Background: an optimization exercise with open tools, aiming at small area, a short achievable clock period and few clock cycles. Do not read the settings as production practice.
In this exercise RTL edits were held to simulation tests only and were not proved equivalent to the original.
No activity file was given, so power comes from the tool's default toggle rates.

==> config.mk <==
export PLATFORM = sky130hd
export DESIGN_NAME = mgm
export DESIGN_NICKNAME = mgm
export VERILOG_FILES = /design/flow/design.v
export SDC_FILE = /design/flow/constraint.sdc
export NUM_CORES = 4
export LEC_CHECK = 0
export CAP_MARGIN = 20
export CORE_MARGIN = 2
export CORE_UTILIZATION = 50
export SETUP_SLACK_MARGIN = 4
export SLEW_MARGIN = 20
==> constraint.sdc <==
create_clock -name core_clock -period 7.5 [get_ports {clk}]
set_input_delay 1.5000 -clock core_clock [delete_from_list [all_inputs] [get_ports {clk}]]
set_output_delay 1.5000 -clock core_clock [all_outputs]
set_load 0.01 [all_outputs]
==> design.v <==
function [3:0] S1( input [3:0] x );
  begin
    case(x)
      4'd00: S1 = 4'hC;
      4'd01: S1 = 4'h4;
      4'd02: S1 = 4'h6;
      4'd03: S1 = 4'h2;
      4'd04: S1 = 4'hA;
      4'd05: S1 = 4'h5;
      4'd06: S1 = 4'hB;
      4'd07: S1 = 4'h9;
      4'd08: S1 = 4'hE;
      4'd09: S1 = 4'h8;
      4'd10: S1 = 4'hD;
      4'd11: S1 = 4'h7;
      4'd12: S1 = 4'h0;
      4'd13: S1 = 4'h3;
      4'd14: S1 = 4'hF;
      4'd15: S1 = 4'h1;
      default: S1 = 4'hX;
    endcase
  end
endfunction
function [3:0] S2( input [3:0] x );
  begin
    case(x)
      4'd00: S2 = 4'h6;
      4'd01: S2 = 4'h8;
      4'd02: S2 = 4'h2;
      4'd03: S2 = 4'h3;
      4'd04: S2 = 4'h9;
      4'd05: S2 = 4'hA;
      4'd06: S2 = 4'h5;
      4'd07: S2 = 4'hC;
      4'd08: S2 = 4'h1;
      4'd09: S2 = 4'hE;
      4'd10: S2 = 4'h4;
      4'd11: S2 = 4'h7;
      4'd12: S2 = 4'hB;
      4'd13: S2 = 4'hD;
      4'd14: S2 = 4'h0;
      4'd15: S2 = 4'hF;
      default: S2 = 4'hX;
    endcase
  end
endfunction
function [3:0] S3( input [3:0] x );
  begin
    case(x)
      4'd00: S3 = 4'hB;
      4'd01: S3 = 4'h3;
      4'd02: S3 = 4'h5;
      4'd03: S3 = 4'h8;
      4'd04: S3 = 4'h2;
      4'd05: S3 = 4'hF;
      4'd06: S3 = 4'hA;
      4'd07: S3 = 4'hD;
      4'd08: S3 = 4'hE;
      4'd09: S3 = 4'h1;
      4'd10: S3 = 4'h7;
      4'd11: S3 = 4'h4;
      4'd12: S3 = 4'hC;
      4'd13: S3 = 4'h9;
      4'd14: S3 = 4'h6;
      4'd15: S3 = 4'h0;
      default: S3 = 4'hX;
    endcase
  end
endfunction
function [3:0] S4( input [3:0] x );
  begin
    case(x)
      4'd00: S4 = 4'hC;
      4'd01: S4 = 4'h8;
      4'd02: S4 = 4'h2;
      4'd03: S4 = 4'h1;
      4'd04: S4 = 4'hD;
      4'd05: S4 = 4'h4;
      4'd06: S4 = 4'hF;
      4'd07: S4 = 4'h6;
      4'd08: S4 = 4'h7;
      4'd09: S4 = 4'h0;
      4'd10: S4 = 4'hA;
      4'd11: S4 = 4'h5;
      4'd12: S4 = 4'h3;
      4'd13: S4 = 4'hE;
      4'd14: S4 = 4'h9;
      4'd15: S4 = 4'hB;
      default: S4 = 4'hX;
    endcase
  end
endfunction
function [3:0] S5( input [3:0] x );
  begin
    case(x)
      4'd00: S5 = 4'h7;
      4'd01: S5 = 4'hF;
      4'd02: S5 = 4'h5;
      4'd03: S5 = 4'hA;
      4'd04: S5 = 4'h8;
      4'd05: S5 = 4'h1;
      4'd06: S5 = 4'h6;
      4'd07: S5 = 4'hD;
      4'd08: S5 = 4'h0;
      4'd09: S5 = 4'h9;
      4'd10: S5 = 4'h3;
      4'd11: S5 = 4'hE;
      4'd12: S5 = 4'hB;
      4'd13: S5 = 4'h4;
      4'd14: S5 = 4'h2;
      4'd15: S5 = 4'hC;
      default: S5 = 4'hX;
    endcase
  end
endfunction
function [3:0] S6( input [3:0] x );
  begin
    case(x)
      4'd00: S6 = 4'h5;
      4'd01: S6 = 4'hD;
      4'd02: S6 = 4'hF;
      4'd03: S6 = 4'h6;
      4'd04: S6 = 4'h9;
      4'd05: S6 = 4'h2;
      4'd06: S6 = 4'hC;
      4'd07: S6 = 4'hA;
      4'd08: S6 = 4'hB;
      4'd09: S6 = 4'h7;
      4'd10: S6 = 4'h8;
      4'd11: S6 = 4'h1;
      4'd12: S6 = 4'h4;
      4'd13: S6 = 4'h3;
      4'd14: S6 = 4'hE;
      4'd15: S6 = 4'h0;
      default: S6 = 4'hX;
    endcase
  end
endfunction
function [3:0] S7( input [3:0] x );
  begin
    case(x)
      4'd00: S7 = 4'h8;
      4'd01: S7 = 4'hE;
      4'd02: S7 = 4'h2;
      4'd03: S7 = 4'h5;
      4'd04: S7 = 4'h6;
      4'd05: S7 = 4'h9;
      4'd06: S7 = 4'h1;
      4'd07: S7 = 4'hC;
      4'd08: S7 = 4'hF;
      4'd09: S7 = 4'h4;
      4'd10: S7 = 4'hB;
      4'd11: S7 = 4'h0;
      4'd12: S7 = 4'hD;
      4'd13: S7 = 4'hA;
      4'd14: S7 = 4'h3;
      4'd15: S7 = 4'h7;
      default: S7 = 4'hX;
    endcase
  end
endfunction
function [3:0] S8( input [3:0] x );
  begin
    case(x)
      4'd00: S8 = 4'h1;
      4'd01: S8 = 4'h7;
      4'd02: S8 = 4'hE;
      4'd03: S8 = 4'hD;
      4'd04: S8 = 4'h0;
      4'd05: S8 = 4'h5;
      4'd06: S8 = 4'h8;
      4'd07: S8 = 4'h3;
      4'd08: S8 = 4'h4;
      4'd09: S8 = 4'hF;
      4'd10: S8 = 4'hA;
      4'd11: S8 = 4'h6;
      4'd12: S8 = 4'h9;
      4'd13: S8 = 4'hC;
      4'd14: S8 = 4'hB;
      4'd15: S8 = 4'h2;
      default: S8 = 4'hX;
    endcase
  end
endfunction
`timescale 1ns / 100ps
module gost_round (a, k, f);
  input  [31:0] a, k;
  output [31:0] f;       
function [3:0] S1( input [3:0] x );
  begin
    case(x)
      4'd00: S1 = 4'hC;
      4'd01: S1 = 4'h4;
      4'd02: S1 = 4'h6;
      4'd03: S1 = 4'h2;
      4'd04: S1 = 4'hA;
      4'd05: S1 = 4'h5;
      4'd06: S1 = 4'hB;
      4'd07: S1 = 4'h9;
      4'd08: S1 = 4'hE;
      4'd09: S1 = 4'h8;
      4'd10: S1 = 4'hD;
      4'd11: S1 = 4'h7;
      4'd12: S1 = 4'h0;
      4'd13: S1 = 4'h3;
      4'd14: S1 = 4'hF;
      4'd15: S1 = 4'h1;
      default: S1 = 4'hX;
    endcase
  end
endfunction
function [3:0] S2( input [3:0] x );
  begin
    case(x)
      4'd00: S2 = 4'h6;
      4'd01: S2 = 4'h8;
      4'd02: S2 = 4'h2;
      4'd03: S2 = 4'h3;
      4'd04: S2 = 4'h9;
      4'd05: S2 = 4'hA;
      4'd06: S2 = 4'h5;
      4'd07: S2 = 4'hC;
      4'd08: S2 = 4'h1;
      4'd09: S2 = 4'hE;
      4'd10: S2 = 4'h4;
      4'd11: S2 = 4'h7;
      4'd12: S2 = 4'hB;
      4'd13: S2 = 4'hD;
      4'd14: S2 = 4'h0;
      4'd15: S2 = 4'hF;
      default: S2 = 4'hX;
    endcase
  end
endfunction
function [3:0] S3( input [3:0] x );
  begin
    case(x)
      4'd00: S3 = 4'hB;
      4'd01: S3 = 4'h3;
      4'd02: S3 = 4'h5;
      4'd03: S3 = 4'h8;
      4'd04: S3 = 4'h2;
      4'd05: S3 = 4'hF;
      4'd06: S3 = 4'hA;
      4'd07: S3 = 4'hD;
      4'd08: S3 = 4'hE;
      4'd09: S3 = 4'h1;
      4'd10: S3 = 4'h7;
      4'd11: S3 = 4'h4;
      4'd12: S3 = 4'hC;
      4'd13: S3 = 4'h9;
      4'd14: S3 = 4'h6;
      4'd15: S3 = 4'h0;
      default: S3 = 4'hX;
    endcase
  end
endfunction
function [3:0] S4( input [3:0] x );
  begin
    case(x)
      4'd00: S4 = 4'hC;
      4'd01: S4 = 4'h8;
      4'd02: S4 = 4'h2;
      4'd03: S4 = 4'h1;
      4'd04: S4 = 4'hD;
      4'd05: S4 = 4'h4;
      4'd06: S4 = 4'hF;
      4'd07: S4 = 4'h6;
      4'd08: S4 = 4'h7;
      4'd09: S4 = 4'h0;
      4'd10: S4 = 4'hA;
      4'd11: S4 = 4'h5;
      4'd12: S4 = 4'h3;
      4'd13: S4 = 4'hE;
      4'd14: S4 = 4'h9;
      4'd15: S4 = 4'hB;
      default: S4 = 4'hX;
    endcase
  end
endfunction
function [3:0] S5( input [3:0] x );
  begin
    case(x)
      4'd00: S5 = 4'h7;
      4'd01: S5 = 4'hF;
      4'd02: S5 = 4'h5;
      4'd03: S5 = 4'hA;
      4'd04: S5 = 4'h8;
      4'd05: S5 = 4'h1;
      4'd06: S5 = 4'h6;
      4'd07: S5 = 4'hD;
      4'd08: S5 = 4'h0;
      4'd09: S5 = 4'h9;
      4'd10: S5 = 4'h3;
      4'd11: S5 = 4'hE;
      4'd12: S5 = 4'hB;
      4'd13: S5 = 4'h4;
      4'd14: S5 = 4'h2;
      4'd15: S5 = 4'hC;
      default: S5 = 4'hX;
    endcase
  end
endfunction
function [3:0] S6( input [3:0] x );
  begin
    case(x)
      4'd00: S6 = 4'h5;
      4'd01: S6 = 4'hD;
      4'd02: S6 = 4'hF;
      4'd03: S6 = 4'h6;
      4'd04: S6 = 4'h9;
      4'd05: S6 = 4'h2;
      4'd06: S6 = 4'hC;
      4'd07: S6 = 4'hA;
      4'd08: S6 = 4'hB;
      4'd09: S6 = 4'h7;
      4'd10: S6 = 4'h8;
      4'd11: S6 = 4'h1;
      4'd12: S6 = 4'h4;
      4'd13: S6 = 4'h3;
      4'd14: S6 = 4'hE;
      4'd15: S6 = 4'h0;
      default: S6 = 4'hX;
    endcase
  end
endfunction
function [3:0] S7( input [3:0] x );
  begin
    case(x)
      4'd00: S7 = 4'h8;
      4'd01: S7 = 4'hE;
      4'd02: S7 = 4'h2;
      4'd03: S7 = 4'h5;
      4'd04: S7 = 4'h6;
      4'd05: S7 = 4'h9;
      4'd06: S7 = 4'h1;
      4'd07: S7 = 4'hC;
      4'd08: S7 = 4'hF;
      4'd09: S7 = 4'h4;
      4'd10: S7 = 4'hB;
      4'd11: S7 = 4'h0;
      4'd12: S7 = 4'hD;
      4'd13: S7 = 4'hA;
      4'd14: S7 = 4'h3;
      4'd15: S7 = 4'h7;
      default: S7 = 4'hX;
    endcase
  end
endfunction
function [3:0] S8( input [3:0] x );
  begin
    case(x)
      4'd00: S8 = 4'h1;
      4'd01: S8 = 4'h7;
      4'd02: S8 = 4'hE;
      4'd03: S8 = 4'hD;
      4'd04: S8 = 4'h0;
      4'd05: S8 = 4'h5;
      4'd06: S8 = 4'h8;
      4'd07: S8 = 4'h3;
      4'd08: S8 = 4'h4;
      4'd09: S8 = 4'hF;
      4'd10: S8 = 4'hA;
      4'd11: S8 = 4'h6;
      4'd12: S8 = 4'h9;
      4'd13: S8 = 4'hC;
      4'd14: S8 = 4'hB;
      4'd15: S8 = 4'h2;
      default: S8 = 4'hX;
    endcase
  end
endfunction
  wire [31:0] g = a & k;
  wire [31:0] p = a ^ k;
  wire [7:0] G, P;
  genvar n;
  generate for (n = 0; n < 8; n = n + 1) begin : nib
    assign G[n] = g[4*n+3] | (p[4*n+3] & g[4*n+2]) | (p[4*n+3] & p[4*n+2] & g[4*n+1]) |
                  (p[4*n+3] & p[4*n+2] & p[4*n+1] & g[4*n]);
    assign P[n] = &p[4*n+3:4*n];
  end endgenerate
  wire g01 = G[1] | (P[1] & G[0]);
  wire p01 = P[1] & P[0];
  wire g23 = G[3] | (P[3] & G[2]);
  wire p23 = P[3] & P[2];
  wire g45 = G[5] | (P[5] & G[4]);
  wire p45 = P[5] & P[4];
  wire g03 = g23 | (p23 & g01);
  wire g02 = G[2] | (P[2] & g01);
  wire g04 = G[4] | (P[4] & g03);
  wire g05 = g45 | (p45 & g03);
  wire g06 = G[6] | (P[6] & g05);
  wire [7:0] c = {g06, g05, g04, g03, g02, g01, G[0], 1'b0};
  wire [3:0] s0 [0:7];
  wire [3:0] s1 [0:7];
  generate for (n = 0; n < 8; n = n + 1) begin : sum
    assign s0[n] = a[4*n+3:4*n] + k[4*n+3:4*n];
    assign s1[n] = a[4*n+3:4*n] + k[4*n+3:4*n] + 4'd1;
  end endgenerate
  wire [31:0] x0 = {S8(s0[7]), S7(s0[6]), S6(s0[5]), S5(s0[4]), S4(s0[3]), S3(s0[2]), S2(s0[1]), S1(s0[0])};
  wire [31:0] x1 = {S8(s1[7]), S7(s1[6]), S6(s1[5]), S5(s1[4]), S4(s1[3]), S3(s1[2]), S2(s1[1]), S1(s1[0])};
  wire [31:0] cm = {{4{c[7]}}, {4{c[6]}}, {4{c[5]}}, {4{c[4]}}, {4{c[3]}}, {4{c[2]}}, {4{c[1]}}, {4{c[0]}}};
  wire [31:0] sb = (x1 & cm) | (x0 & ~cm);
  assign f = {sb[20:0], sb[31:21]};
endmodule
module gost_ku (clk, rst, key, load, run, fin, fin_n, kreg);
  input clk, rst;
  input [255:0] key;
  input load;
  output reg run;
  output fin;           
  output fin_n;         
  output reg [31:0] kreg;
  reg [4:0] rn;         
  reg [7:0] ksel;       
  wire [31:0] K [0:7];
  assign {K[0],K[1],K[2],K[3],K[4],K[5],K[6],K[7]} = key;
  assign fin = run & (rn == 5'd0);
  wire run_n = rst ? 1'b0 : load ? 1'b1 : fin ? 1'b0 : run;
  wire [4:0] rn_n = load ? 5'd1 : rn + 5'd1;
  assign fin_n = run_n & (rn_n == 5'd0);
  wire [2:0] kidx_n = (&rn_n[4:3]) ? ~rn_n[2:0] : rn_n[2:0];
  integer j;
  reg [31:0] kw;
  always @(*) begin
    kw = 32'h0;
    for (j = 0; j < 8; j = j + 1)
      kw = kw | (K[j] & {32{ksel[j]}});
  end
  always @(posedge clk) begin
    run <= run_n;
    rn <= rn_n;
    ksel <= 8'd1 << kidx_n;
    kreg <= load ? K[0] : kw;
  end
endmodule
module gost_28147_89 (clk, rst, load, take, pdata, kreg, krun, kfin, q, rdy, rdy_n);
  input clk, rst;
  input load;           
  input take;           
  input [63:0] pdata;
  input [31:0] kreg;
  input krun, kfin;
  output [63:0] q;      
  output reg rdy;
  output rdy_n;
  reg act;
  reg [31:0] a, b;
  wire run = act & krun;
  wire fin = act & kfin;
  wire act_n = rst ? 1'b0 : load ? 1'b1 : fin ? 1'b0 : act;
  assign rdy_n = rst ? 1'b0 : load ? 1'b0 : fin ? 1'b1 : take ? 1'b0 : rdy;
  always @(posedge clk) begin
    act <= act_n;
    rdy <= rdy_n;
  end
  wire [31:0] f;
  gost_round rnd(.a(a), .k(kreg), .f(f));
  wire        fen = run & ~load;
  wire [31:0] X = load ? pdata[31:0] : (run ? b : a);
  always @(posedge clk) begin
    a <= X ^ (f & {32{fen}});
    b <= load ? pdata[63:32] : (run ? a : b);
  end
  assign q = {a, b};
endmodule
`timescale 1ns / 100ps
module mul (x, y, t, xn);
  input  [64-1:0] x;
  input  [3:0]        y;
  output [64-1:0] t;
  output [64-1:0] xn;
  wire [64-1:0] x1 = {x[62:0], 1'b0} ^ (x[63] ? 64'h1B : 64'h0);
  wire [64-1:0] x2 = {x1[62:0], 1'b0} ^ (x1[63] ? 64'h1B : 64'h0);
  wire [64-1:0] x3 = {x2[62:0], 1'b0} ^ (x2[63] ? 64'h1B : 64'h0);
  assign xn = {x3[62:0], 1'b0} ^ (x3[63] ? 64'h1B : 64'h0);
  assign t  = ({64{y[0]}} & x) ^ ({64{y[1]}} & x1) ^ ({64{y[2]}} & x2) ^ ({64{y[3]}} & x3);
endmodule
`timescale 1ns / 100ps
module mgm(clk, rst, len_A, len_M, cmd, done, key, A, M, C, T, nonce);
    input clk;
    input rst;
    input [32-1:0] len_A;
    input [32-1:0] len_M;
    input [5:0] cmd;
    output reg done;
    input [256-1:0] key;
    input [64-1:0] A;
    input [64-1:0] M;
    output [64-1:0] C;
    output [64-1:0] T;
    input [64-2:0] nonce;
localparam S_IDLE = 3'd0, S_INIT = 3'd1, S_INIT2 = 3'd2, S_INIT3 = 3'd3,
           S_RUN = 3'd4, S_FINW = 3'd5, S_FINS = 3'd6;
reg [2:0]  st;
reg [2:0]  pc;           
reg        hp;           
reg [63:0] Z, Y, S, x, y;
reg [31:0] LA, LM;
reg        mbusy;
reg [31:0] lenAq, lenMq;
reg c_done, c_clr_pc, c_ld_zy, c_ld_h0, c_ld_h1, c_ld_g0, c_ld_g1, c_tk_h, c_tk_g,
    c_ld_a, c_ld_c, c_ld_l, c_clr_acc, c_h0_s, c_h0_n, c_g0_n, c_zinc, c_yinc;
wire k0run, k1run, k0fin, k1fin, k0fin_n, k1fin_n;
wire [31:0] k0reg, k1reg;
reg [2:0] c_st;          
wire [63:0] h0q, h1q, g0q, g1q;
wire h0r, h1r, g0r, g1r;
wire h0r_n, h1r_n, g0r_n, g1r_n;
wire [63:0] hq = hp ? h1q : h0q;
wire [63:0] gq = hp ? g1q : g0q;
wire       c_ld_x = c_ld_a | c_ld_c | c_ld_l;
wire [2:0] st_n = rst ? S_IDLE : c_st;
wire [2:0] pc_n = rst ? 3'd0 : (cmd != 6'd0) ? cmd[2:0] : c_clr_pc ? 3'd0 : pc;
wire       hp_n = c_clr_acc ? 1'b0 : c_tk_h ? !hp : hp;
wire       mbusy_n = rst ? 1'b0 : c_ld_x ? 1'b1 : (mbusy && y[63:4] == 60'd0) ? 1'b0 : mbusy;
wire       hr_n = hp_n ? h1r_n : h0r_n;
wire       gr_n = hp_n ? g1r_n : g0r_n;
reg d_done, d_clr_pc, d_ld_zy, d_ld_h0, d_ld_h1, d_ld_g0, d_ld_g1, d_tk_h, d_tk_g,
    d_ld_a, d_ld_c, d_ld_l, d_clr_acc, d_h0_s, d_h0_n, d_g0_n, d_yinc;
reg [2:0] d_st;
always @(*) begin
    d_st = st_n; d_clr_pc = 0; d_done = 0; d_ld_zy = 0;
    d_ld_h0 = 0; d_ld_h1 = 0; d_ld_g0 = 0; d_ld_g1 = 0; d_tk_h = 0; d_tk_g = 0;
    d_ld_a = 0; d_ld_c = 0; d_ld_l = 0; d_clr_acc = 0; d_h0_s = 0; d_h0_n = 0; d_g0_n = 0;
    d_yinc = 0;
    case (st_n)
        S_IDLE: if (pc_n == 1) begin
            d_ld_h0 = 1; d_h0_n = 1; d_ld_g0 = 1; d_g0_n = 1; d_clr_acc = 1; d_st = S_INIT;
        end
        S_INIT: if (h0r_n) begin
            d_ld_zy = 1; d_done = 1; d_clr_pc = 1; d_st = S_INIT2;
        end
        S_INIT2: begin
            d_ld_h0 = 1; d_ld_g0 = 1; d_st = S_INIT3;
        end
        S_INIT3: begin
            d_ld_h1 = 1; d_ld_g1 = 1; d_yinc = 1; d_st = S_RUN;
        end
        S_RUN: case (pc_n)
            2, 3: if (hr_n && !mbusy_n) begin
                d_ld_a = 1; d_tk_h = 1; d_ld_h0 = !hp_n; d_ld_h1 = hp_n; d_done = 1; d_clr_pc = 1;
                if (pc_n == 3) begin
                    d_ld_g0 = !hp_n; d_ld_g1 = hp_n; d_yinc = 1;
                end
            end
            4: begin
                d_done = 1; d_clr_pc = 1;
            end
            5, 6: if (hr_n && gr_n && !mbusy_n) begin
                d_ld_c = 1; d_tk_h = 1; d_tk_g = 1; d_ld_h0 = !hp_n; d_ld_h1 = hp_n;
                d_ld_g0 = !hp_n; d_ld_g1 = hp_n; d_yinc = 1; d_done = 1; d_clr_pc = 1;
            end
            7: if (hr_n && !mbusy_n) begin
                d_ld_l = 1; d_tk_h = 1; d_st = S_FINW;
            end
            default: ;
        endcase
        S_FINW: if (!mbusy_n) begin
            d_ld_h0 = 1; d_h0_s = 1; d_st = S_FINS;
        end
        S_FINS: if (k0fin_n) begin
            d_done = 1; d_clr_pc = 1; d_st = S_IDLE;
        end
        default: d_st = S_IDLE;
    endcase
end
always @(posedge clk) begin
    st <= st_n;
    pc <= pc_n;
    mbusy <= mbusy_n;
    hp <= hp_n;
    if (rst) begin
        done <= 1'b0;
        {c_done, c_clr_pc, c_ld_zy, c_ld_h0, c_ld_h1, c_ld_g0, c_ld_g1, c_tk_h, c_tk_g,
         c_ld_a, c_ld_c, c_ld_l, c_clr_acc, c_h0_s, c_h0_n, c_g0_n, c_zinc, c_yinc} <= 18'd0;
        c_st <= S_IDLE;
    end else begin
        done <= c_done;
        c_done <= d_done; c_clr_pc <= d_clr_pc; c_ld_zy <= d_ld_zy;
        c_ld_h0 <= d_ld_h0; c_ld_h1 <= d_ld_h1; c_ld_g0 <= d_ld_g0; c_ld_g1 <= d_ld_g1;
        c_tk_h <= d_tk_h; c_tk_g <= d_tk_g;
        c_ld_a <= d_ld_a; c_ld_c <= d_ld_c; c_ld_l <= d_ld_l; c_clr_acc <= d_clr_acc;
        c_h0_s <= d_h0_s; c_h0_n <= d_h0_n; c_g0_n <= d_g0_n;
        c_zinc <= d_ld_h0 && !d_h0_n && !d_h0_s || d_ld_h1;
        c_yinc <= d_yinc;
        c_st <= d_st;
    end
end
wire [63:0] h0d = c_h0_n ? {1'b1, nonce} : c_h0_s ? S : Z;
wire [63:0] g0d = c_g0_n ? {1'b0, nonce} : Y;
gost_ku ku0(.clk(clk), .rst(rst), .key(key), .load(c_ld_h0 | c_ld_g0), .run(k0run),
            .fin(k0fin), .fin_n(k0fin_n), .kreg(k0reg));
gost_ku ku1(.clk(clk), .rst(rst), .key(key), .load(c_ld_h1 | c_ld_g1), .run(k1run),
            .fin(k1fin), .fin_n(k1fin_n), .kreg(k1reg));
gost_28147_89 h0(.clk(clk), .rst(rst), .load(c_ld_h0), .take(c_tk_h & !hp), .pdata(h0d),
                 .kreg(k0reg), .krun(k0run), .kfin(k0fin), .q(h0q), .rdy(h0r), .rdy_n(h0r_n));
gost_28147_89 g0(.clk(clk), .rst(rst), .load(c_ld_g0), .take(c_tk_g & !hp), .pdata(g0d),
                 .kreg(k0reg), .krun(k0run), .kfin(k0fin), .q(g0q), .rdy(g0r), .rdy_n(g0r_n));
gost_28147_89 h1(.clk(clk), .rst(rst), .load(c_ld_h1), .take(c_tk_h & hp), .pdata(Z),
                 .kreg(k1reg), .krun(k1run), .kfin(k1fin), .q(h1q), .rdy(h1r), .rdy_n(h1r_n));
gost_28147_89 g1(.clk(clk), .rst(rst), .load(c_ld_g1), .take(c_tk_g & hp), .pdata(Y),
                 .kreg(k1reg), .krun(k1run), .kfin(k1fin), .q(g1q), .rdy(g1r), .rdy_n(g1r_n));
assign T = h0q;
wire [63:0] mask;
wire lenok = (lenMq[31:7] == 25'd0) && (lenMq[6:0] <= 7'd64);
genvar i;
generate for (i = 0; i < 64; i = i + 1) begin : msk
    assign mask[i] = lenok && (lenMq[6:0] >= 7'd64 - i);
end endgenerate
wire [63:0] cval = (pc == 6) ? ((gq ^ M) & mask) : (gq ^ M);
wire [63:0] mt, xn;
mul m(.x(x), .y(y[3:0]), .t(mt), .xn(xn));
always @(posedge clk) begin
    lenAq <= len_A;
    lenMq <= len_M;
    if (c_ld_zy) Z <= h0q;
    else if (c_zinc) Z[63:32] <= Z[63:32] + 32'h1;
    if (c_ld_zy) Y <= g0q;
    else if (c_yinc) Y[31:0] <= Y[31:0] + 32'h1;
    x <= c_ld_x ? hq : xn;
    if (c_ld_a) y <= A;
    else if (c_ld_c) y <= cval;
    else if (c_ld_l) y <= {LA, LM};
    else if (c_clr_acc) y <= 64'h0;
    else y <= {4'b0000, y[63:4]};
    S <= c_clr_acc ? 64'h0 : S ^ mt;
    if (c_clr_acc) LA <= 32'h0;
    else if (c_ld_a) LA <= LA + lenAq;
    if (c_clr_acc) LM <= 32'h0;
    else if (c_ld_c) LM <= LM + lenMq;
end
assign C = y;
endmodule
==> flow/run.sh <==
#!/bin/bash
# The standard layout (the standard.sh: ORFS synthesis, floorplan,
# placement, CTS and routing, unchanged), except that the port buffers that
# global placement puts on every input and output are the smallest buffer
# cell, sky130_fd_sc_hd__buf_1, instead of the slow 10 um2 delay buffer that
# buffer_ports picks by default. Timing repair still resizes them where a
# path needs it.
set -euo pipefail
export BUFFER_PORTS_ARGS="-buffer_cell sky130_fd_sc_hd__buf_1"
bash standard.sh > standard_flow.log 2>&1
==> standard.sh <==
#!/bin/bash
# synth_recipe.tcl (not shown) runs the flow's synth.tcl, then flattens the netlist and writes it again
# the make line also repeats each setting of config.mk as NAME=value (left out here)
make -C /OpenROAD-flow-scripts/flow DESIGN_CONFIG=/design/flow/config.mk WORK_HOME=/design/flow/orfs CLKGATE_MAP_FILE= SYNTH_SCRIPT=/design/flow/synth_recipe.tcl "${@:-finish}"
==> summary.txt, run 1 <==
Run status - complete, no violations
Number of synthesized flops with an enable pin - 256
Fillers - 11100
P_leak - 25.9 nW
Global-route wire length before repair - 379000 um
Number of CTS-inserted buffers - 96
Pin count of the biggest net entering global routing - 142
DR DRC count - 0
Sequential element share of the synthesized area - 31.9%
Slew HR - 16.7%
Avg Inst Size Synth - 8.74 um^2
Kind of cell adding the most delay to the critical path - compound AO/OA/AOI/OAI gates
Crit path capture type - flip-flop
Total die area - 123000 um^2
Final antenna-violating net count - 0
Rows - 127
Largest cells by area after synthesis - dfxtp_1, edfxtp_1, ha_1
#FFs+latches synth - 827
Register Area - 19200 um^2
Fmax achieved - 289 MHz
CTS Buffer Depth - 3
Chip height - 350 um
CP Max Fanout - 40
P per Cell Area - 515 nW/um^2
Starting Density - 50.2%
Via/cell ratio - 6.46
Mapped cell area - 60000 um^2
Cts hold-fix bufs - 0
Drt first pass iters - 10
Largest area contributor in the netlist - dfxtp_1
Worst setup path class - reg -> reg
Delay of the slowest critical-path stage - 930 ps
Total GRT Usage - 42.6%
Critical-path cell list - buf_4, nor2_4, buf_4, nand2_1, o21ai_0, a221oi_1, xor2_1
Layout cells sized above 1 - 8.73%
Initial antenna violation count - 43
Net count after synthesis - 7820
Yosys warnings - 4
Clock sinks - 827
RSZ-0062 raised after global routing - yes
Num ports - 648
Yosys top cell area share - 19.0%
IO buf count - 647
Global route total overflow - 0
Final Max Tran Viols - 0
CTS root buffer - clkbuf_16
Die X - 350 um
Cells after synthesis - 6865
Final hold viol count - 0
Async SR Flop Fraction - 0%
CTS HTree Levels - 3
Max-Cap Viols - 0
HP Class - reg -> reg
WP data required - 8060 ps
CTS tree - done
# setup viols final - 0
CORE AREA - 119000 um^2
Setup_tns - 0 ps
Max rail drop VDD - 0.676 mV
Vias - 58600
Placed inst area - 63800 um^2
Drt total wl - 273000 um
Placer Congestion - 1.01
Commonest cells in the netlist - nand2_1, dfxtp_1, nor2_1, xnor2_1, a21oi_1
Most common flop cell mapped by yosys - dfxtp_1
Most Frequent Cell on Critical Path - buf_4
Area Growth Syn to Fin - 13.5%
Worst slew pin tran - 1220 ps
HPWL Detailed - 211000 um
Clock Skew - 38.9 ps
Crit path DAT - 4020 ps
Multi-input logic area - 39200 um^2
Final period utilization - 46.2%
Number of global-route vias before repair - 52900
Synth cell types - 104
Design Area, Final - 68100 um^2
Crit path time final - 3460 ps
Core Util, Final - 57.0%
Clk Latency, worst-skew pair - 710 ps
Post-layout nets - 8304
Buf/Inv on CP - 2
Wire per inst - 30.1 um
Initial DRC count - 8612
Count leader, synth - nand2_1
Slowest cell on crit path - a221oi_1
Clock-pin slew of the registers on the worst-case setup and hold paths - 60 ps
Post-Route Hold Slack - 484 ps
Final Total Pwr - 35.1 mW
Critical path startpoint category - flip-flop
==> layout make-up <==
class | count | area share, %
Clock inverter | 39 | 0.500
Antenna cell | 29 | 0.107
Tap cell | 1612 | 2.96
Timing Repair Buffer | 758 | 4.88
Sequential cell | 827 | 28.2
Clock buffer | 140 | 4.22
Multi-Input combinational cell | 5393 | 57.6
Inverter | 273 | 1.52
==> report_power, final <==
part | switching [mW] | leakage (nW) | internal (mW) | total [mW]
logic | 13.9 | 17.2 | 9.15 | 23.0
clock network | 2.13 | 1.58 | 2.80 | 4.93
registers | 1.71 | 7.06 | 5.42 | 7.12
==> worst reg2reg max path, cell delays in order (launching register included) <==
cell	delay (ps)
dfxtp_2	620
buf_4	620
nor2_4	130
buf_4	370
nand2_1	170
o21ai_0	360
a221oi_1	930
xor2_1	150
==> stage by stage <==
step                setup slack, ps  std cells
detailed placement             3600       8836
finish                         4040       9071
global placement               3660       8835
global route                   3780       9062
CTS                            3970       9020
floorplan                      4210       6865
==> state kept, by name (all words and copies together), names as in the netlist, 8 cells and up <==
register and flops:
ku1.ksel 8, h1.b 32, g0.b 32, lenAq 32
LM 32, LA 32, ku0.kreg 32, S 64
lenMq 32, h0.b 32, Y 64, h0.a 32
ku0.ksel 8, Z 64, y 64, g0.a 32
g1.a 32, g1.b 32, h1.a 32, x 64
ku1.kreg 32
==> worst paths after layout <==
path,start,to,slack (ps),cells past startpoint
min reg2reg,c_clr_pc,done,480,1
min,c_clr_pc,done,480,1
max,c_ld_h0,h0.a[10],4040,7
max reg2reg,c_ld_h0,h0.a[10],4040,7
==> metal layers <==
metal | track usage, % | up-vias | part of all wire (%)
met5 | 0 | - | 0.094
met4 | 27.9 | 16 | 7.8
met3 | 11.2 | 771 | 13
met2 | 62.5 | 3993 | 42
met1 | 55.1 | 27900 | 38
li1 | - | 25900 | -
==> logic make-up after synthesis <==
family                     synth area share [%]
muxes                                      9.84
adders and majority gates                  9.53
and+or+nand+nor                            13.9
xor gates and xnor gates                   10.7
DFF                                        31.9
AOI/OAI and AO/OA                          20.1
buffers and inverters                      4.08
==> timing repair <==
item                       CTS  global route
setup endpoints to repair   69            98
gates resized for setup     57           116
buffers inserted             5            21
pin swaps                    3            11
==> cell usage in the layout (no fill, tap or decap), types with 18 or more instances in the layout <==
master,synthesis,final
a211oi_1,65,63
a21o_1,73,73
a21oi_1,439,432
a221oi_1,41,41
a222oi_1,79,79
a22o_1,92,92
a22oi_1,158,158
a311oi_1,32,30
a31oi_1,62,62
and3_1,42,42
buf_1,44,647
buf_4,0,101
clkbuf_1,313,21
clkbuf_16,0,103
dfxtp_1,571,515
dfxtp_2,0,44
diode_2,0,29
edfxtp_1,256,256
ha_1,402,397
inv_1,271,267
mux2_2,107,107
mux2i_1,357,352
mux4_2,50,50
nand2_1,831,830
nand2b_1,92,91
nand3_1,168,167
nand4_1,25,25
nor2_1,509,503
nor2b_1,31,30
nor3_1,91,88
nor4_1,26,25
o211ai_1,54,54
o21a_1,19,18
o21ai_0,431,425
o221ai_1,46,46
o22ai_1,44,44
or3_1,21,20
xnor2_1,455,427
xnor2_2,6,29
xor2_1,255,237
Testbench counts, summed over its fixed seeds: cycles 7,364.
==> inputs of run 2 (changes only) <==
--- a/config.mk
+++ b/config.mk
@@ -7,6 +7,6 @@
 export LEC_CHECK = 0
 export CAP_MARGIN = 20
 export CORE_MARGIN = 2
-export CORE_UTILIZATION = 50
+export CORE_UTILIZATION = 58
 export SETUP_SLACK_MARGIN = 4
 export SLEW_MARGIN = 20
==> summary.txt, run 2 <==
Final Total Pwr - 34.1 mW (-2.7%)
Commonest cells in the netlist - nand2_1, dfxtp_1, nor2_1, xnor2_1, a21oi_1
Initial antenna violation count - 27 (-37%)
CTS HTree Levels - 3 (unchanged)
Clk Latency, worst-skew pair - 720 ps (about the same)
Number of CTS-inserted buffers - 94 (-2.1%)
Setup ws final - 4040 ps (-0.800 ps)
Sequential element share of the synthesized area - 31.9% (unchanged)
Crit path time final - 3460 ps (+0.800 ps)
Drt first pass iters - 9 (-1)
Critical-path cell list - buf_4, buf_1
HPWL Detailed - 192000 um (-8.9%)
Global route total overflow - 0 (unchanged)
Placer Congestion - 1.07 (+5.6%)
#FFs+latches synth - 827 (unchanged)
Avg Inst Size Synth - 8.74 um^2 (unchanged)
Chip height - 326 um (-7.1%)
Run status - complete, no violations
IO buf count - 647 (unchanged)
DR DRC count - 0 (unchanged)
Most common flop cell mapped by yosys - dfxtp_1
Vias - 58400 (-0.41%)
Fmax achieved - 289 MHz (about the same)
Net count after synthesis - 7820 (unchanged)
Count leader, synth - nand2_1
Final period utilization - 46.2% (about the same)
Wire per inst - 28.5 um (-5.2%)
P_leak - 25.7 nW (-0.56%)
Post-layout nets - 8267 (-0.45%)
Rows - 118 (-7.1%)
Slew HR - 19.2% (+2.5 points)
Cts hold-fix bufs - 0 (unchanged)
HP Class - reg -> reg
Fin cells - 8797 (-3.0%)
Pin count of the biggest net entering global routing - 116 (-18%)
Yosys top cell area share - 19.0% (unchanged)
Total die area - 106000 um^2 (-14%)
P per Cell Area - 506 nW/um^2 (-1.7%)
Placed Cells - 8586 (-2.8%)
Clock Skew - 49.6 ps (+10.6 ps)
Seq pwr share - 21.0% (+0.7 points)
Core Util, Final - 65.4% (+8.4 points)
Largest cells by area after synthesis - dfxtp_1, edfxtp_1, ha_1
Die X - 326 um (-7.1%)
# setup viols final - 0 (unchanged)
Layout cells sized above 1 - 8.08% (-0.66 points)
Global-route wire length before repair - 355000 um (-6.4%)
Design Area, Final - 67400 um^2 (-1.0%)
Total GRT Usage - 45.0% (+2.4 points)
Number of global-route vias before repair - 52300 (-1.2%)
Starting Density - 58.2% (+8.0 points)
Synth cell types - 104 (unchanged)
Clock-pin slew of the registers on the worst-case setup and hold paths - 60 ps (about the same)
Final hold viol count - 0 (unchanged)
Largest area contributor in the netlist - dfxtp_1
Delay of the slowest critical-path stage - 720 ps (-210 ps)
CTS root buffer - clkbuf_16
Cells after synthesis - 6865 (unchanged)
WP data required - 6000 ps (-2060 ps)
Net Sw Frac - 49.9% (-0.60 points)
Mapped cell area - 60000 um^2 (unchanged)
DP Worst Slack - 3710 ps (+102 ps)
Leading cell type in the layout, fill and taps excluded - nand2_1
CP Max Fanout - 66 (+65%)
Final Max Tran Viols - 0 (unchanged)
CTS tree - done
Final antenna-violating net count - 0 (unchanged)
Crit path DAT - 1960 ps (-2060 ps)
Int Pwr - 17.1 mW (-1.5%)
Async SR Flop Fraction - 0% (unchanged)
Number of synthesized flops with an enable pin - 256 (unchanged)
CORE AREA - 103000 um^2 (-14%)
Crit path capture type - output port
Worst setup path class - reg -> out
Critical path startpoint category - flip-flop
Via/cell ratio - 6.63 (+2.7%)
Area Growth Syn to Fin - 12.3%
Drt total wl - 251000 um (-8.1%)
Max rail drop VDD - 0.601 mV (-11%)
Fillers - 8813 (-20%)
RSZ-0062 raised after global routing - yes
Clock sinks - 827 (unchanged)
Worst slew pin tran - 1200 ps (-15.9 ps)
Post-Route Hold Slack - 490 ps (+6.40 ps)
P_sw - 17.0 mW (-3.9%)
Placed inst area - 63300 um^2 (-0.72%)
CTS Buffer Depth - 3 (unchanged)
Yosys warnings - 4 (unchanged)
Setup_tns - 0 ps (unchanged)
Max-Cap Viols - 0 (unchanged)
Slowest cell on crit path - buf_4
Clock Power Share - 14.2% (+0.2 points)
Gate power share - 64.8% (-0.8 points)
Commonest non-fill, non-tap cells in the layout - nand2_1, buf_1, dfxtp_1, nor2_1, a21oi_1
Initial DRC count - 9346 (+8.5%)
Num ports - 648 (unchanged)
## run 2: cell counts after synthesis
No cell type changed its count.
## run 2: path summary, 6_finish.rpt
check	from	depth (start not counted)	slack [ps]	endpoint
setup / recovery	y[2]	2	4040	C[2]
hold reg to reg	Z[26]	2	490	h1.a[26]
setup reg to reg	h0.a[24]	10	4080	h0.a[5]
hold / removal	Z[26]	2	490	h1.a[26]
## run 2: final cells by class
type	instances	area (um^2)	share of cell area, %
repair buffers	723	3030	4.49
clock buffers	131	2750	4.08
well taps	1380	1730	2.56
multi-input cells	5393	39200	58.1
clock inverters	45	453	0.672
inverters	273	1020	1.52
diodes	25	62.6	0.0928
flip-flops and latches	827	19200	28.5
## run 2: power by group through the flow
stage | combinational [mW] | clock [mW] | sequential, mW
6_report | 22.1 | 4.86 | 7.17
5_1_grt | 24.1 | 5.00 | 7.10
4_1_cts | 21.0 | 4.84 | 7.01
3_5_place_dp | 20.7 | 0 | 7.10
3_3_place_gp | 20.5 | 0 | 7.09
2_1_floorplan | 16.0 | 0 | 6.09
## run 2: repair_timing
item,4_1_cts,5_1_grt
pin swaps,0,12
setup endpoints to repair,42,107
buffers inserted,0,10
resized for setup,34,121
## run 2: layer usage
metal	track usage [%]	share of wire (%)	vias up
met1	58.4	37	27600
met4	30.2	8.0	8
met5	0	0.022	-
met3	12.3	13	776
li1	-	-	25800
met2	65.5	42	4233
## run 2: critical path, delay by kind of cell, from the launching register on
| family | cells | cell delay [ps] |
|---|---|---|
| buf+inv | 2 | 940 |
| flops | 1 | 310 |
## run 2: kinds of logic after synthesis
family | after synthesis | share of synthesized area (%)
xor+xnor | 720 | 10.7
mux | 514 | 9.84
fa+ha+maj | 437 | 9.53
simple gates | 1907 | 13.9
flops | 827 | 31.9
buf+inv | 645 | 4.08
compound gates | 1815 | 20.1
==> inputs of run 3 (changes only) <==
--- a/design.v
+++ b/design.v
@@ -412,26 +412,17 @@
   output fin_n;         
   output reg [31:0] kreg;
   reg [4:0] rn;         
-  reg [7:0] ksel;       
   wire [31:0] K [0:7];
   assign {K[0],K[1],K[2],K[3],K[4],K[5],K[6],K[7]} = key;
+  wire [2:0] kidx = (&rn[4:3]) ? ~rn[2:0] : rn[2:0];
   assign fin = run & (rn == 5'd0);
   wire run_n = rst ? 1'b0 : load ? 1'b1 : fin ? 1'b0 : run;
   wire [4:0] rn_n = load ? 5'd1 : rn + 5'd1;
   assign fin_n = run_n & (rn_n == 5'd0);
-  wire [2:0] kidx_n = (&rn_n[4:3]) ? ~rn_n[2:0] : rn_n[2:0];
-  integer j;
-  reg [31:0] kw;
-  always @(*) begin
-    kw = 32'h0;
-    for (j = 0; j < 8; j = j + 1)
-      kw = kw | (K[j] & {32{ksel[j]}});
-  end
   always @(posedge clk) begin
     run <= run_n;
     rn <= rn_n;
-    ksel <= 8'd1 << kidx_n;
-    kreg <= load ? K[0] : kw;
+    kreg <= load ? K[0] : K[kidx];
   end
 endmodule
 module gost_28147_89 (clk, rst, load, take, pdata, kreg, krun, kfin, q, rdy, rdy_n);
@@ -498,7 +489,8 @@
 reg [63:0] Z, Y, S, x, y;
 reg [31:0] LA, LM;
 reg        mbusy;
-reg [31:0] lenAq, lenMq;
+reg [6:0]  lenq;         
+reg        lenok;
 reg c_done, c_clr_pc, c_ld_zy, c_ld_h0, c_ld_h1, c_ld_g0, c_ld_g1, c_tk_h, c_tk_g,
     c_ld_a, c_ld_c, c_ld_l, c_clr_acc, c_h0_s, c_h0_n, c_g0_n, c_zinc, c_yinc;
 wire k0run, k1run, k0fin, k1fin, k0fin_n, k1fin_n;
@@ -515,6 +507,10 @@
 wire       hp_n = c_clr_acc ? 1'b0 : c_tk_h ? !hp : hp;
 wire       mbusy_n = rst ? 1'b0 : c_ld_x ? 1'b1 : (mbusy && y[63:4] == 60'd0) ? 1'b0 : mbusy;
 wire       hr_n = hp_n ? h1r_n : h0r_n;
+wire [63:0] mt, xn;
+wire [63:0] cval;
+wire [63:0] y_n = c_ld_a ? A : c_ld_c ? cval : c_ld_l ? {LA, LM} :
+                  c_clr_acc ? 64'h0 : {4'b0000, y[63:4]};
 wire       gr_n = hp_n ? g1r_n : g0r_n;
 reg d_done, d_clr_pc, d_ld_zy, d_ld_h0, d_ld_h1, d_ld_g0, d_ld_g1, d_tk_h, d_tk_g,
     d_ld_a, d_ld_c, d_ld_l, d_clr_acc, d_h0_s, d_h0_n, d_g0_n, d_yinc;
@@ -556,7 +552,7 @@
             end
             default: ;
         endcase
-        S_FINW: if (!mbusy_n) begin
+        S_FINW: if (!mbusy_n || y_n[63:4] == 60'd0) begin
             d_ld_h0 = 1; d_h0_s = 1; d_st = S_FINS;
         end
         S_FINS: if (k0fin_n) begin
@@ -587,7 +583,7 @@
         c_st <= d_st;
     end
 end
-wire [63:0] h0d = c_h0_n ? {1'b1, nonce} : c_h0_s ? S : Z;
+wire [63:0] h0d = c_h0_n ? {1'b1, nonce} : c_h0_s ? S ^ mt : Z;
 wire [63:0] g0d = c_g0_n ? {1'b0, nonce} : Y;
 gost_ku ku0(.clk(clk), .rst(rst), .key(key), .load(c_ld_h0 | c_ld_g0), .run(k0run),
             .fin(k0fin), .fin_n(k0fin_n), .kreg(k0reg));
@@ -603,32 +599,26 @@
                  .kreg(k1reg), .krun(k1run), .kfin(k1fin), .q(g1q), .rdy(g1r), .rdy_n(g1r_n));
 assign T = h0q;
 wire [63:0] mask;
-wire lenok = (lenMq[31:7] == 25'd0) && (lenMq[6:0] <= 7'd64);
 genvar i;
 generate for (i = 0; i < 64; i = i + 1) begin : msk
-    assign mask[i] = lenok && (lenMq[6:0] >= 7'd64 - i);
+    assign mask[i] = lenok && (lenq >= 7'd64 - i);
 end endgenerate
-wire [63:0] cval = (pc == 6) ? ((gq ^ M) & mask) : (gq ^ M);
-wire [63:0] mt, xn;
+assign cval = (pc == 6) ? ((gq ^ M) & mask) : (gq ^ M);
 mul m(.x(x), .y(y[3:0]), .t(mt), .xn(xn));
 always @(posedge clk) begin
-    lenAq <= len_A;
-    lenMq <= len_M;
+    lenq <= len_M[6:0];
+    lenok <= (len_M[31:7] == 25'd0) && (len_M[6:0] <= 7'd64);
     if (c_ld_zy) Z <= h0q;
     else if (c_zinc) Z[63:32] <= Z[63:32] + 32'h1;
     if (c_ld_zy) Y <= g0q;
     else if (c_yinc) Y[31:0] <= Y[31:0] + 32'h1;
     x <= c_ld_x ? hq : xn;
-    if (c_ld_a) y <= A;
-    else if (c_ld_c) y <= cval;
-    else if (c_ld_l) y <= {LA, LM};
-    else if (c_clr_acc) y <= 64'h0;
-    else y <= {4'b0000, y[63:4]};
+    y <= y_n;
     S <= c_clr_acc ? 64'h0 : S ^ mt;
     if (c_clr_acc) LA <= 32'h0;
-    else if (c_ld_a) LA <= LA + lenAq;
+    else if (c_ld_a) LA <= LA + len_A;
     if (c_clr_acc) LM <= 32'h0;
-    else if (c_ld_c) LM <= LM + lenMq;
+    else if (c_ld_c) LM <= LM + len_M;
 end
 assign C = y;
 endmodule
--- a/config.mk
+++ b/config.mk
@@ -7,6 +7,8 @@
 export LEC_CHECK = 0
 export CAP_MARGIN = 20
 export CORE_MARGIN = 2
-export CORE_UTILIZATION = 58
+export CORE_UTILIZATION = 50
+export CTS_CLUSTER_DIAMETER = 100
+export CTS_CLUSTER_SIZE = 20
 export SETUP_SLACK_MARGIN = 4
 export SLEW_MARGIN = 20
==> summary.txt, run 3 <==
Crit path time final - 3540 ps (+79.5 ps)
Net count after synthesis - 8084 (+3.4%)
Most common flop cell mapped by yosys - dfxtp_1
Global-route wire length before repair - 397000 um (+12%)
Leading cell type in the layout, fill and taps excluded - nand2_1
Register Area - 17800 um^2 (-7.2%)
HP Class - reg -> reg
CORE AREA - 118000 um^2 (+15%)
Final period utilization - 47.3% (+1.1 points)
Drt total wl - 286000 um (+14%)
DP Worst Slack - 2980 ps (-725 ps)
Starting Density - 50.5% (-7.7 points)
Max rail drop VDD - 0.671 mV (+12%)
Origin of the worst setup path - h1.a[20]
Final antenna-violating net count - 0 (unchanged)
Hold path start - ku1.rn[0]
Drt first pass iters - 13 (+4)
Final Max Tran Viols - 0 (unchanged)
Largest cells by area after synthesis - dfxtp_1, edfxtp_1, ha_1
Crit path DAT - 4180 ps (+2220 ps)
M3 GR Usage - 12.7% (+0.44 points)
Clock Power Share - 8.5% (-5.7 points)
Clock sinks - 755 (-8.7%)
Worst setup path class - reg -> reg
Depth of the worst hold-timing path - 1 (-1)
Synth cell types - 107 (+2.9%)
Setup_tns - 0 ps (unchanged)
Number of synthesized flops with an enable pin - 256 (unchanged)
Multi-input logic area - 41400 um^2 (+5.7%)
Count leader, synth - nand2_1
Yosys warnings - 4 (unchanged)
Cells after synthesis - 7129 (+3.8%)
Placer Congestion - 1.06 (-1.0%)
Yosys top cell area share - 16.7% (-2.3 points)
Fillers - 11000 (+25%)
P per Cell Area - 523 nW/um^2 (+3.3%)
Avg Inst Size Synth - 8.38 um^2 (-4.2%)
Worst Reg-to-Reg Cells - 9 (-1)
Int Pwr - 16.4 mW (-4.1%)
Vias - 60700 (+4.0%)
Max-Cap Viols - 0 (unchanged)
Clock-pin slew of the registers on the worst-case setup and hold paths - 100 ps (+40 ps)
Run status - complete, no violations
DR DRC count - 0 (unchanged)
Seq pwr share - 18.6% (-2.4 points)
# setup viols final - 0 (unchanged)
Number of global-route vias before repair - 55000 (+5.1%)
Rows - 126 (+6.8%)
Reg-to-reg startpoint - h1.a[20]
GRT Max-Usage Layer - met2
HPWL Detailed - 221000 um (+15%)
Pin count of the biggest net entering global routing - 92 (-21%)
Critical path startpoint category - flip-flop
Final hold viol count - 0 (unchanged)
Initial antenna violation count - 53 (+96%)
CTS Buffer Depth - 3 (unchanged)
CTS root buffer - clkbuf_16
WP data required - 8130 ps (+2130 ps)
R2R Setup Slk - 3960 ps (-120 ps)
Sequential element share of the synthesized area - 29.6% (-2.3 points)
M2 GR Usage - 66.6% (+1.1 points)
Die X - 350 um (+7.3%)
Layout cells sized above 1 - 11.0% (+2.9 points)
Mapped cell area - 59700 um^2 (-0.49%)
Net Sw Frac - 53.8% (+3.9 points)
Commonest cells in the netlist - nand2_1, a21oi_1, nor2_1, dfxtp_1, xnor2_1
Total GRT Usage - 44.7% (-0.32 points)
Gate power share - 72.9% (+8.1 points)
Commonest non-fill, non-tap cells in the layout - nand2_1, buf_1, nor2_1, a21oi_1, dfxtp_1
Grt met1 use - 55.1% (-3.3 points)
P_sw - 19.1 mW (+12%)
Clk Latency, worst-skew pair - 720 ps (about the same)
Initial DRC count - 8892 (-4.9%)
#FFs+latches synth - 755 (-8.7%)
Wire per inst - 31.0 um (+8.8%)
Critical-path cell list - ha_1, fa_1, ha_1, xnor2_1, nor2_1, a22oi_1, mux2i_1, xor2_1, o221ai_1
RSZ-0062 raised after global routing - yes
Via/cell ratio - 6.58 (-0.79%)
CTS tree - done
Delay of the slowest critical-path stage - 570 ps (-150 ps)
P_leak - 25.1 nW (-2.4%)
Crit path capture type - flip-flop
Slowest cell on crit path - fa_1
Placed inst area - 63500 um^2 (+0.30%)
Post-layout nets - 8553 (+3.5%)
IO buf count - 647 (unchanged)
Chip height - 350 um (+7.3%)
Total die area - 122000 um^2 (+15%)
Async SR Flop Fraction - 0% (unchanged)
Clock Skew - 71.1 ps (+21.5 ps)
Fmax achieved - 282 MHz (-2.2%)
Area Growth Syn to Fin - 13.7%
Worst slew pin tran - 1360 ps (+165 ps)
Post-Route Hold Slack - 458 ps (-32.1 ps)
Largest area contributor in the netlist - dfxtp_1
Global route total overflow - 0 (unchanged)
Num ports - 648 (unchanged)
CTS HTree Levels - 2 (-1)
Slew HR - 8.63% (-11 points)
Design Area, Final - 67900 um^2 (+0.74%)
CP Max Fanout - 9 (-86%)
Setup ws final - 3960 ps (-79.5 ps)
Number of CTS-inserted buffers - 49 (-48%)
Most Frequent Cell on Critical Path - ha_1
[run 3: cell count changes after synthesis, moves of 44 or more]
cell     previous run  this run
a22oi_1           158        33
a31oi_1            62       139
nand3_1           168       124
nand2_1           831       965
dfxtp_1           571       499
and2_1             18        81
xor2_1            255       300
a21oi_1           439       543
[run 3: stage by stage]
step	utilization [%]	instances	power [mW]
floorplan	-	7129	22.1
global placement	53.7	8991	29.4
detailed placement	53.7	8993	29.5
CTS	56.1	9114	33.7
global route	57.4	9199	37.5
finish	57.4	9219	35.5
[run 3: power by group through the flow]
stage          logic (mW)  clock network (mW)  registers [mW]
3_3_place_gp         22.9                   0            6.52
6_report             25.9                3.03            6.60
5_1_grt              27.8                3.14            6.54
4_1_cts              24.2                3.02            6.46
3_5_place_dp         23.0                   0            6.53
2_1_floorplan        16.6                   0            5.50
[run 3: repair_timing]
item,CTS,global route
endpoints found under the setup margin,147,120
gates cloned,3,2
pin swaps,17,52
setup buffers,27,58
gates resized for setup,208,207
hold buffers,0,0
[run 3: worst paths after layout]
| kind | end |
|---|---|
| max | h1.a[1] |
| min | ku1.rn[0] |
| max reg2reg | h1.a[1] |
| min reg2reg | ku1.rn[0] |
[run 3: worst max-delay path, delay by kind of cell (launching register included)]
| family | cells | cell delay (ps) |
|---|---|---|
| and+or+nand+nor | 1 | 80 |
| xor gates and xnor gates | 2 | 640 |
| DFF | 1 | 540 |
| adders and majority gates | 3 | 1210 |
| AOI/OAI and AO/OA | 2 | 730 |
| muxes | 1 | 270 |
[run 3: layout make-up]
class	count	share of cell area, %
Multi-Input combinational cell	5685	61.0
Sequential cell	755	26.3
Tap cell	1536	2.83
Clock inverter	19	0.332
Inverter	282	1.58
Timing Repair inverter	1	0.0111
Timing Repair Buffer	824	5.92
Clock buffer	72	1.95
Antenna cell	45	0.166
[run 3: cells by family (layout without fill, tap and decap cells)]
group | after synthesis | in the layout | share of synthesized area, %
other | 0 | 45 | 0
multiplexers | 444 | 444 | 8.56
adder cells (fa/ha/maj) | 436 | 436 | 9.56
buffers and inverters | 690 | 1198 | 4.48
AO/OA/AOI/OAI | 1909 | 1909 | 20.8
XOR/XNOR | 727 | 728 | 10.7
AND/OR/NAND/NOR | 2168 | 2168 | 16.3
flip-flops | 755 | 755 | 29.6
[run 3: layer usage]
layer	part of all wire, %	wire length, um
met1	37	106000
met2	42	120000
met3	12	35000
met4	8.7	24900
met5	0.14	397
Testbench counts of run 3, summed over its fixed seeds: cycles 7,332.
==> inputs of run 4 (changes only) <==
--- a/config.mk
+++ b/config.mk
@@ -10,5 +10,5 @@
 export CORE_UTILIZATION = 50
 export CTS_CLUSTER_DIAMETER = 100
 export CTS_CLUSTER_SIZE = 20
-export SETUP_SLACK_MARGIN = 4
+export SETUP_SLACK_MARGIN = 4.3
 export SLEW_MARGIN = 20
==> summary.txt, run 4 <==
Yosys warnings - 4 (unchanged)
P_leak - 26.3 nW (+4.6%)
Number of global-route vias before repair - 56400 (+2.5%)
#FFs+latches synth - 755 (unchanged)
Async SR Flop Fraction - 0% (unchanged)
Sequential element share of the synthesized area - 29.6% (unchanged)
Worst Reg-to-Reg Cells - 13 (+4)
Pin count of the biggest net entering global routing - 143 (+55%)
Avg Inst Size Synth - 8.38 um^2 (unchanged)
Most common flop cell mapped by yosys - dfxtp_1
Largest area contributor in the netlist - dfxtp_1
Final hold viol count - 0 (unchanged)
Origin of the worst setup path - hp
Net count after synthesis - 8084 (unchanged)
Placer Congestion - 1.05 (-1.4%)
Clock Skew - 55.8 ps (-15.3 ps)
Clk Latency, worst-skew pair - 720 ps (about the same)
Reg-to-reg startpoint - hp
HP Class - reg -> reg
Final antenna-violating net count - 0 (unchanged)
CORE AREA - 118000 um^2 (unchanged)
Area Growth Syn to Fin - 20.1%
Num ports - 648 (unchanged)
Crit Reg-Reg Endpoint - c_ld_h0
Drt total wl - 296000 um (+3.5%)
End of the critical path - c_ld_h0
Starting Density - 50.5% (unchanged)
Critical-path cell list - buf_16, buf_12, mux2i_1, xnor2_1, nand2_1, o21ai_0, mux2_2, a2111o_1, nor4_4, nand4_1, buf_6, a21oi_4, or2_1
Crit path DAT - 4030 ps (-150 ps)
Vias - 62400 (+2.8%)
CP Max Fanout - 8 (-1)
Largest cells by area after synthesis - dfxtp_1, edfxtp_1, ha_1
Post-layout nets - 8702 (+1.7%)
Final Max Tran Viols - 0 (unchanged)
Worst setup path class - reg -> reg
# setup viols final - 0 (unchanged)
Final period utilization - 45.4% (-1.8 points)
Global-route wire length before repair - 406000 um (+2.2%)
RSZ-0062 raised after global routing - yes
Global route total overflow - 0 (unchanged)
P per Cell Area - 537 nW/um^2 (+2.7%)
Fmax achieved - 294 MHz (+4.1%)
Layout cells sized above 1 - 16.6% (+5.6 points)
Clock-pin slew of the registers on the worst-case setup and hold paths - 90 ps (about the same)
WP data required - 8130 ps (about the same)
Count leader, synth - nand2_1
Die X - 350 um (unchanged)
Drt first pass iters - 12 (-1)
Setup_tns - 0 ps (unchanged)
Synth cell types - 107 (unchanged)
Total die area - 122000 um^2 (unchanged)
Crit path capture type - flip-flop
Leading cell type in the layout, fill and taps excluded - nand2_1
Worst slew pin tran - 1430 ps (+62.5 ps)
HPWL Detailed - 221000 um (-0.11%)
DR DRC count - 0 (unchanged)
Clock sinks - 755 (unchanged)
IO buf count - 647 (unchanged)
CTS HTree Levels - 2 (unchanged)
Slowest cell on crit path - dfxtp_4
Number of synthesized flops with an enable pin - 256 (unchanged)
Chip height - 350 um (unchanged)
Initial DRC count - 8633 (-2.9%)
Fillers - 10700 (-3.3%)
CTS tree - done
Cells after synthesis - 7129 (unchanged)
Delay of the slowest critical-path stage - 500 ps (-70 ps)
Wire per inst - 31.6 um (+1.9%)
Initial antenna violation count - 66 (+25%)
Commonest cells in the netlist - nand2_1, a21oi_1, nor2_1, dfxtp_1, xnor2_1
CTS root buffer - clkbuf_16
R2R Setup Slk - 4090 ps (+140 ps)
Final Total Pwr - 38.6 mW (+8.5%)
CTS Buffer Depth - 3 (unchanged)
Slew HR - 4.44% (-4.2 points)
Number of CTS-inserted buffers - 47 (-4.1%)
Mapped cell area - 59700 um^2 (unchanged)
Max rail drop VDD - 0.431 mV (-36%)
Run status - complete, no violations
Commonest non-fill, non-tap cells in the layout - nand2_1, buf_1, nor2_1, a21oi_1, dfxtp_1
Crit path time final - 3410 ps (-139 ps)
Post-Route Hold Slack - 467 ps (+9.15 ps)
Multi-input logic area - 43700 um^2 (+5.6%)
Critical path startpoint category - flip-flop
Total GRT Usage - 45.7% (+1.0 points)
Register Area - 18000 um^2 (+0.76%)
Via/cell ratio - 6.66 (+1.2%)
Max-Cap Viols - 0 (unchanged)
Yosys top cell area share - 16.7% (unchanged)
Rows - 126 (unchanged)
[run 4: changes by cell type in the layout (fill, tap and decap cells not counted), sizes merged, moves of 2 or more]
cell,before,now
buf,818,962
inv,286,278
clkbuf,76,83
clkinvlp,3,9
clkinv,12,7
bufbuf,2,0
nand3,125,127
[run 4: cell type report]
| class | instances | area share (%) |
|---|---|---|
| Sequential cell | 755 | 25.0 |
| Tap cell | 1536 | 2.68 |
| Clock inverter | 11 | 0.173 |
| Inverter | 282 | 1.54 |
| Multi-Input combinational cell | 5687 | 60.9 |
| Clock buffer | 72 | 1.85 |
| Timing Repair inverter | 1 | 0.0105 |
| Antenna cell | 46 | 0.160 |
| Timing Repair Buffer | 973 | 7.65 |
[run 4: where the power goes]
part           internal (mW)  total (mW)  switching [mW]
clock network           1.25        2.94            1.69
logic                   12.0        29.0            17.0
registers               4.99        6.66            1.67
total                   18.2        38.6            20.4
[run 4: kinds of logic (layout without fill, tap and decap cells)]
kind of cell / count (synthesis) / count (layout) / synth area share, %
mux: 444 / 444 / 8.56
xor+xnor: 727 / 727 / 10.7
other cells: 0 / 46 / 0
buf+inv: 690 / 1339 / 4.48
flops: 755 / 755 / 29.6
fa+ha+maj: 436 / 436 / 9.56
simple gates: 2168 / 2171 / 16.3
compound gates: 1909 / 1909 / 20.8
[run 4: how the worst min path moves through the flow]
stage,from,endpoint,slack (ps),cells after the start
after detailed placement,ku1.rn[0],ku1.rn[0],450,1
after global routing,Z[13],h1.a[13],510,2
after floorplan,ku1.rn[0],ku1.rn[0],410,1
final,ku1.rn[0],ku1.rn[0],470,1
after CTS,ku1.rn[0],ku1.rn[0],470,1
after global placement,ku1.rn[0],ku1.rn[0],440,1
[run 4: per-layer routing]
layer / wire (um) / track usage [%] / up-vias
li1: - / - / 27100
met1: 106000 / 56.1 / 29700
met2: 121000 / 66.2 / 4472
met3: 39100 / 13.7 / 1148
met4: 29400 / 37.3 / 56
met5: 372 / 0 / -
[run 4: what timing repair did]
item	in CTS	in global routing
hold buffers	0	0
buffers inserted	98	132
resized for setup	507	428
cloned	4	7
endpoints found under the setup margin	203	141
pin swaps	90	134
[run 4: stage by stage]
| stage | area, um^2 | std cells | util (%) | setup WS, ps |
|---|---|---|---|---|
| 6_report | 71800 | 9363 | 60.7 | 4090 |
| 3_3_place_gp | 63700 | 8992 | 53.9 | 2880 |
| 2_1_floorplan | 60100 | 7129 | - | 3640 |
| 4_1_cts | 68400 | 9178 | 57.8 | 4090 |
| 3_5_place_dp | 63700 | 8993 | 53.9 | 2960 |
| 5_1_grt | 71700 | 9346 | 60.7 | 3970 |
[run 4: worst max-delay path, delay by kind of cell (launching register included)]
family                    cells  cell delay (ps)
buffers and inverters         3              470
xor gates and xnor gates      1              320
muxes                         2              790
DFF                           1              500
AOI/OAI and AO/OA             3              600
and+or+nand+nor               4              640

re-timing with driven ports:
How much do the figures lean on ideal ports? The routed layouts below were timed once more, with nothing changed but the port constraints. Step 1: set_driving_cell puts a clkbuf_16 on clk and a buf_2 on each other input, an assumption about the parent block. Step 2 moves the port delays by t, midway between the first and last clock arrival at a register: inputs arrive t later, outputs are due t later. That takes back most of the time a late clock gives input paths. Three values: no drivers, after step 1, after step 2; two values: the first two.
run | shift t [ns] | slack for setup (ns) | worst setup path at the end
run 1 | 0.780 | 4.036 / 3.998 / 3.830 | input to register
run 2 | 0.778 | 4.035 / 3.956 / 4.035 | input to register
run 3 | 0.744 | 3.956 / 3.956 / 3.318 | input to register
run 4 | 0.776 | 4.094 / 4.094 / 3.386 | input to register
After both steps every run listed still meets setup and hold. For run 4, which loses most, drivers alone change the setup slack by 0.000 ns; drivers and shift together by -0.708 ns.
